Source: an optimization exercise on an open RTL-to-GDS flow (aim: small area and a short achievable clock period). Production flows keep margins and buffers that such runs may drop.
The RTL was checked by simulation tests, not by an equivalence proof against the original design.
Power figures rest on the tool's default switching activity, not on a simulated workload.

== delta ==
## mac_16bit
module mac_16bit(out_rounded,md,mr,clk,rst);
output reg [26:0] out_rounded;
input [15:0] md,mr;
input clk,rst;
reg [15:0] MD;
reg [7:0] ONE, TWO, NEG;         
reg [84:0] P;                  
reg [39:0] A;                    
reg [5:0] CB;                 
reg [8:0] k;       
reg clr;           
reg z1;            
reg r1, z2;        
wire zero = !rst | clr;
wire [16:0] mrx = {mr, 1'b0};
wire [7:0] one_n, two_n, neg_n;
genvar g;
generate for (g = 0; g < 8; g = g + 1) begin : enc
  assign one_n[g] = mrx[2*g+1] ^ mrx[2*g];
  assign two_n[g] = (mrx[2*g+2] & ~mrx[2*g+1] & ~mrx[2*g]) | (~mrx[2*g+2] & mrx[2*g+1] & mrx[2*g]);
  assign neg_n[g] = mrx[2*g+2] & ~(mrx[2*g+1] & mrx[2*g]);
end endgenerate
wire [16:0] pp0 = (({17{ONE[0]}} & {MD[15], MD}) | ({17{TWO[0]}} & {MD, 1'b0})) ^ {17{NEG[0]}};
wire ns0 = ~pp0[16];
wire [16:0] pp1 = (({17{ONE[1]}} & {MD[15], MD}) | ({17{TWO[1]}} & {MD, 1'b0})) ^ {17{NEG[1]}};
wire ns1 = ~pp1[16];
wire [16:0] pp2 = (({17{ONE[2]}} & {MD[15], MD}) | ({17{TWO[2]}} & {MD, 1'b0})) ^ {17{NEG[2]}};
wire ns2 = ~pp2[16];
wire [16:0] pp3 = (({17{ONE[3]}} & {MD[15], MD}) | ({17{TWO[3]}} & {MD, 1'b0})) ^ {17{NEG[3]}};
wire ns3 = ~pp3[16];
wire [16:0] pp4 = (({17{ONE[4]}} & {MD[15], MD}) | ({17{TWO[4]}} & {MD, 1'b0})) ^ {17{NEG[4]}};
wire ns4 = ~pp4[16];
wire [16:0] pp5 = (({17{ONE[5]}} & {MD[15], MD}) | ({17{TWO[5]}} & {MD, 1'b0})) ^ {17{NEG[5]}};
wire ns5 = ~pp5[16];
  ...
==> flow/config.mk <==
export PLATFORM = sky130hd
export DESIGN_NAME = mac_16bit
export DESIGN_NICKNAME = mac_16bit
export VERILOG_FILES = /design/flow/design.v
export SDC_FILE = /design/flow/constraint.sdc
export NUM_CORES = 4
export LEC_CHECK = 0
export CAP_MARGIN = 20
export CORE_MARGIN = 2
export CORE_UTILIZATION = 60
export CTS_CLUSTER_DIAMETER = 100
export CTS_CLUSTER_SIZE = 20
export GPL_ROUTABILITY_DRIVEN = 0
export SETUP_SLACK_MARGIN = 4.15
export SLEW_MARGIN = 20
==> flow/constraint.sdc <==
create_clock -name core_clock -period 6.9 [get_ports {clk}]
set_input_delay 1.3800 -clock core_clock [delete_from_list [all_inputs] [get_ports {clk}]]
set_output_delay 1.3800 -clock core_clock [all_outputs]
set_load 0.01 [all_outputs]
standard.sh (not shown) runs the stock make flow with config.mk's settings and CLKGATE_MAP_FILE= SYNTH_SCRIPT=/design/flow/synth_recipe.tcl, a recipe that flattens the netlist after the stock synthesis.
==> flow/flow/run.sh <==
#!/bin/bash
# The standard layout (the standard.sh), except that the port buffers are
# sky130_fd_sc_hd__buf_2 cells instead of the default delay buffers.
set -euo pipefail
export BUFFER_PORTS_ARGS="-buffer_cell sky130_fd_sc_hd__buf_2"
bash standard.sh > standard.log 2>&1
Inputs modified between delta and gamma:
- GPL_ROUTABILITY_DRIVEN no longer set, was 0
- SETUP_SLACK_MARGIN now 4.4, was 4.15
- CORE_UTILIZATION now 40, was 60
- CTS_CLUSTER_DIAMETER no longer set, was 100
- CTS_BUF_LIST now sky130_fd_sc_hd__clkbuf_4 sky130_fd_sc_hd__clkbuf_8, previously not set
- CTS_CLUSTER_SIZE no longer set, was 20
==> flow/run.sh (new file) <==
#!/bin/bash
# synth_recipe.tcl (not shown) runs the flow's synth.tcl, then flattens the netlist and writes it again
# the make line also repeats each setting of config.mk as NAME=value (left out here)
make -C /OpenROAD-flow-scripts/flow DESIGN_CONFIG=/design/flow/config.mk WORK_HOME=/design/flow/orfs CLKGATE_MAP_FILE= SYNTH_SCRIPT=/design/flow/synth_recipe.tcl finish
removed: flow/flow/run.sh
removed: flow/standard.sh
[summary]
delta reports its destination of the critical timing path as P[38] while gamma reports A[16]. Summary of gamma over delta: maximum clock skew at final layout picked up an extra 0.012 ns, clock power picked up an extra about 70%, setup slack picked up an extra 0.055 ns, worst-case reg-to-reg path depth picked up an extra 4, portion of total power attributed to the clock network picked up an extra 5.6 points. Shortest period the worst path allows is higher on delta.

========
== try-delta ==
mac_16bit, a different RTL version from the one above (not shown whole).
For scale: roughly 1100 cells after synthesis, about 210 flip-flops, about 12000 sq um of cells after synthesis.
Settings: LEC_CHECK=0, CAP_MARGIN=20, CORE_MARGIN=2, CORE_UTILIZATION=60, CTS_CLUSTER_DIAMETER=100, CTS_CLUSTER_SIZE=25, SETUP_SLACK_MARGIN=4.2, SLEW_MARGIN=20, SYNTH_HIERARCHICAL=1, SYNTH_MINIMUM_KEEP_SIZE=0; clock period 6.9 ns.
==> flow/flow/run.sh <==
#!/bin/bash
# The standard layout (the standard.sh), except that the port buffers are
# sky130_fd_sc_hd__buf_2 cells instead of the default delay buffers.
set -euo pipefail
export BUFFER_PORTS_ARGS="-buffer_cell sky130_fd_sc_hd__buf_2"
bash standard.sh > standard.log 2>&1
try-delta completed every stage of the flow, and the final layout passed the timing, DRC and antenna checks.
Edits applied to the flow inputs when going from try-delta to try-willow:
# try-delta
export LEC_CHECK = 0
export CAP_MARGIN = 20
export CORE_MARGIN = 2
export CORE_UTILIZATION = 60
export CTS_CLUSTER_DIAMETER = 100
export CTS_CLUSTER_SIZE = 25
export SETUP_SLACK_MARGIN = 4.2
export SLEW_MARGIN = 20
export SYNTH_HIERARCHICAL = 1
export SYNTH_MINIMUM_KEEP_SIZE = 0
create_clock -name core_clock -period 6.9 [get_ports {clk}]
# try-willow
export LEC_CHECK = 0
export CAP_MARGIN = 20
export CORE_MARGIN = 2
export CORE_UTILIZATION = 60
export CTS_CLUSTER_DIAMETER = 100
export CTS_CLUSTER_SIZE = 20
export SETUP_SLACK_MARGIN = 4.3
export SLEW_MARGIN = 20
export SYNTH_HIERARCHICAL = 1
export SYNTH_MINIMUM_KEEP_SIZE = 0
create_clock -name core_clock -period 6.9 [get_ports {clk}]
Notes after the runs:
When try-willow is set beside try-delta, its fraction of area in non-clock buffers turns out to be 0.32 points larger.
From try-delta to try-willow, post-detailed-route count of antenna-violating nets did not move at all.
Going from try-delta to try-willow, total chip power picked up an extra about 1.5%, final non-filler cell total picked up an extra 7, layout-stage area growth over the synthesis result picked up an extra 1.5 points, number of vias per cell picked up an extra 2.2%, portion of total power attributed to the clock network picked up an extra 0.8 points.
For maximum frequency, try-willow and try-delta come out practically identical.
[compare] base=try-delta new=try-willow: wire length reported by the detailed router increased 4.4%; cell area after layout increased about 1.4%; shortest clock period the worst path allows after layout decreased 0.0044 ns.
The inputs of try-maple differ from those of try-willow as listed below.
# try-willow
export LEC_CHECK = 0
export CAP_MARGIN = 20
export CORE_MARGIN = 2
export CORE_UTILIZATION = 60
export CTS_CLUSTER_DIAMETER = 100
export CTS_CLUSTER_SIZE = 20
export SETUP_SLACK_MARGIN = 4.3
export SLEW_MARGIN = 20
export SYNTH_HIERARCHICAL = 1
export SYNTH_MINIMUM_KEEP_SIZE = 0
create_clock -name core_clock -period 6.9 [get_ports {clk}]
# try-maple
export LEC_CHECK = 0
export CAP_MARGIN = 20
export CORE_MARGIN = 2
export CORE_UTILIZATION = 60
export CTS_CLUSTER_DIAMETER = 100
export CTS_CLUSTER_SIZE = 20
export SETUP_SLACK_MARGIN = 4.15
export SLEW_MARGIN = 20
export SYNTH_HIERARCHICAL = 1
export SYNTH_MINIMUM_KEEP_SIZE = 0
create_clock -name core_clock -period 6.9 [get_ports {clk}]
==> flow/flow/run.sh <==
#!/bin/bash
# The standard layout (the standard.sh), except that the port buffers are
# sky130_fd_sc_hd__buf_1 cells instead of the default delay buffers.
set -euo pipefail
export BUFFER_PORTS_ARGS="-buffer_cell sky130_fd_sc_hd__buf_1"
bash standard.sh > standard.log 2>&1
==> run summary <==
- Against try-willow, try-maple comes in 0.34 um lower on wire length per cell after detailed routing.
- Post-CTS setup repair buffer count was lower in the run labelled try-maple.
- Clock power up about 0.5% in try-maple wrt try-willow
- Changes observed in try-maple relative to try-willow: share of synthesized cell area in full adder, half adder and majority cells about even; post-route antenna net violation count about even; sequential share of layout area about even; synthesized area about even; number of failing setup endpoints in the final timing report about even.
- Re fraction of power consumed by combinational cells: try-willow was higher than try-maple.
- try-maple vs try-willow, critical path startpoint: P[13] vs P[30]
[inputs] try-onyx vs try-maple
# try-maple
export LEC_CHECK = 0
export CAP_MARGIN = 20
export CORE_MARGIN = 2
export CORE_UTILIZATION = 60
export CTS_CLUSTER_DIAMETER = 100
export CTS_CLUSTER_SIZE = 20
export SETUP_SLACK_MARGIN = 4.15
export SLEW_MARGIN = 20
export SYNTH_HIERARCHICAL = 1
export SYNTH_MINIMUM_KEEP_SIZE = 0
create_clock -name core_clock -period 6.9 [get_ports {clk}]
# try-onyx
export LEC_CHECK = 0
export CAP_MARGIN = 20
export CORE_MARGIN = 2
export CORE_UTILIZATION = 60
export CTS_CLUSTER_DIAMETER = 100
export CTS_CLUSTER_SIZE = 20
export SETUP_SLACK_MARGIN = 4.05
export SLEW_MARGIN = 20
export SYNTH_HIERARCHICAL = 1
export SYNTH_MINIMUM_KEEP_SIZE = 0
create_clock -name core_clock -period 6.9 [get_ports {clk}]
==> flow/flow/run.sh <==
#!/bin/bash
# The standard layout (the standard.sh), except that the port buffers are
# sky130_fd_sc_hd__buf_2 cells instead of the default delay buffers.
set -euo pipefail
export BUFFER_PORTS_ARGS="-buffer_cell sky130_fd_sc_hd__buf_2"
bash standard.sh > standard.log 2>&1
Notes after the runs:
- Aggregate global-route resource usage for try-onyx is higher than for try-maple.
- Via count: try-onyx better than try-maple
- Going from try-maple to try-onyx, post-route clock period utilization shrinks by 0.63 points.
- Compared to try-maple, the router laid down more metal wire for try-onyx.
- As far as summed area of non-filler cells in the final layout is concerned, try-onyx and try-maple perform about the same.
- Start point of the critical path = P[13]: try-maple; start point of the critical path = P[12]: try-onyx
- Comparing try-maple and try-onyx, transition at the pin with the smallest max-transition slack is lower on try-maple.
- [compare] base=try-maple new=try-onyx: sequential share of layout area ~0 delta; net load switching power lost 20 uW.
--- input diff try-onyx..try-tundra ---
# try-onyx
export LEC_CHECK = 0
export CAP_MARGIN = 20
export CORE_MARGIN = 2
export CORE_UTILIZATION = 60
export CTS_CLUSTER_DIAMETER = 100
export CTS_CLUSTER_SIZE = 20
export SETUP_SLACK_MARGIN = 4.05
export SLEW_MARGIN = 20
export SYNTH_HIERARCHICAL = 1
export SYNTH_MINIMUM_KEEP_SIZE = 0
create_clock -name core_clock -period 6.9 [get_ports {clk}]
# try-tundra
export LEC_CHECK = 0
export CAP_MARGIN = 20
export CORE_MARGIN = 2
export CORE_UTILIZATION = 60
export CTS_CLUSTER_DIAMETER = 100
export CTS_CLUSTER_SIZE = 20
export SETUP_SLACK_MARGIN = 4.15
export SLEW_MARGIN = 20
export SYNTH_HIERARCHICAL = 1
export SYNTH_MINIMUM_KEEP_SIZE = 0
create_clock -name core_clock -period 6.9 [get_ports {clk}]
Results
- For the arrival time at the worst endpoint, try-tundra came in 0.04 ns lower than try-onyx did.
- try-onyx → try-tundra: achievable frequency now larger, minimum hold slack comparable.
- The number of nets in the final layout was comparable across try-onyx and try-tundra.
- For try-tundra, the first element of the critical path was P[31], unlike try-onyx, where it was P[12].
- Between try-tundra and try-onyx, it is try-tundra whose clock power is higher, by about 0.5%.
Edits applied to the flow inputs when going from try-tundra to try-cedar:
# try-tundra
export LEC_CHECK = 0
export CAP_MARGIN = 20
export CORE_MARGIN = 2
export CORE_UTILIZATION = 60
export CTS_CLUSTER_DIAMETER = 100
export CTS_CLUSTER_SIZE = 20
export SETUP_SLACK_MARGIN = 4.15
export SLEW_MARGIN = 20
export SYNTH_HIERARCHICAL = 1
export SYNTH_MINIMUM_KEEP_SIZE = 0
create_clock -name core_clock -period 6.9 [get_ports {clk}]
# try-cedar
export LEC_CHECK = 0
export CAP_MARGIN = 20
export CORE_MARGIN = 2
export CORE_UTILIZATION = 60
export CTS_CLUSTER_DIAMETER = 100
export CTS_CLUSTER_SIZE = 20
export SETUP_SLACK_MARGIN = 4.2
export SLEW_MARGIN = 20
export SYNTH_HIERARCHICAL = 1
export SYNTH_MINIMUM_KEEP_SIZE = 0
create_clock -name core_clock -period 6.9 [get_ports {clk}]
Notes after the runs:
- For the post-CTS setup-driven buffer insertion count, try-cedar came in 6 higher than try-tundra did.
- try-cedar ends up with higher power of the clock network than try-tundra does.
- On multi-input combinational cell area, try-cedar and try-tundra are neck and neck.
- Looking at try-cedar and try-tundra, the clock skew is a wash.
- Relative to try-tundra, the non-clock buffer count of try-cedar is higher by 7.8%.
- The setup slack number comes out lower for try-tundra vs try-cedar.

-- re-timing with driven ports --
The results above use ideal ports. As a check the final layouts listed here were re-extracted and re-timed, cells and wires unchanged.
Step 1, drivers: a clkbuf_16 drives clk and a buf_2 each remaining input, both assumed.
Step 2 times the ports against the registers' clock, not the clock port: input delays grow and output delays shrink by t, the midpoint of the rising clock arrivals with the driver on.
Three values: no drivers, after step 1, after step 2; two values: the first two.
run | t (ns) | setup slack, ns | worst hold slack (ns) | worst register clock-pin slew, ns | worst data-port slew with drivers (ns)
delta | 0.514 | 4.237 / 4.237 / 3.843 | 0.333 / 0.333 / 0.333 | 0.08 / 0.08 | 0.03
gamma | 0.567 | 4.292 / 4.292 / 4.192 | 0.334 / 0.334 / 0.334 | 0.07 / 0.07 | 0.03
try-delta | 0.511 | 4.209 / 4.209 / 4.209 | 0.342 / 0.342 / 0.342 | 0.10 / 0.10 | 0.03
try-willow | 0.512 | 4.213 / 4.213 / 4.213 | 0.341 / 0.341 / 0.341 | 0.08 / 0.08 | 0.03
try-maple | 0.514 | 4.101 / 4.101 / 4.101 | 0.346 / 0.346 / 0.346 | 0.08 / 0.08 | 0.03
try-onyx | 0.516 | 4.145 / 4.145 / 4.145 | 0.335 / 0.335 / 0.335 | 0.08 / 0.08 | 0.03
try-tundra | 0.520 | 4.198 / 4.198 / 4.198 | 0.332 / 0.332 / 0.332 | 0.08 / 0.08 | 0.03
try-cedar | 0.514 | 4.210 / 4.210 / 4.210 | 0.340 / 0.340 / 0.340 | 0.08 / 0.08 | 0.03
After both steps every run listed still meets setup and hold. For delta, which loses most, drivers alone change the setup slack by 0.000 ns; drivers and shift together by -0.394 ns.
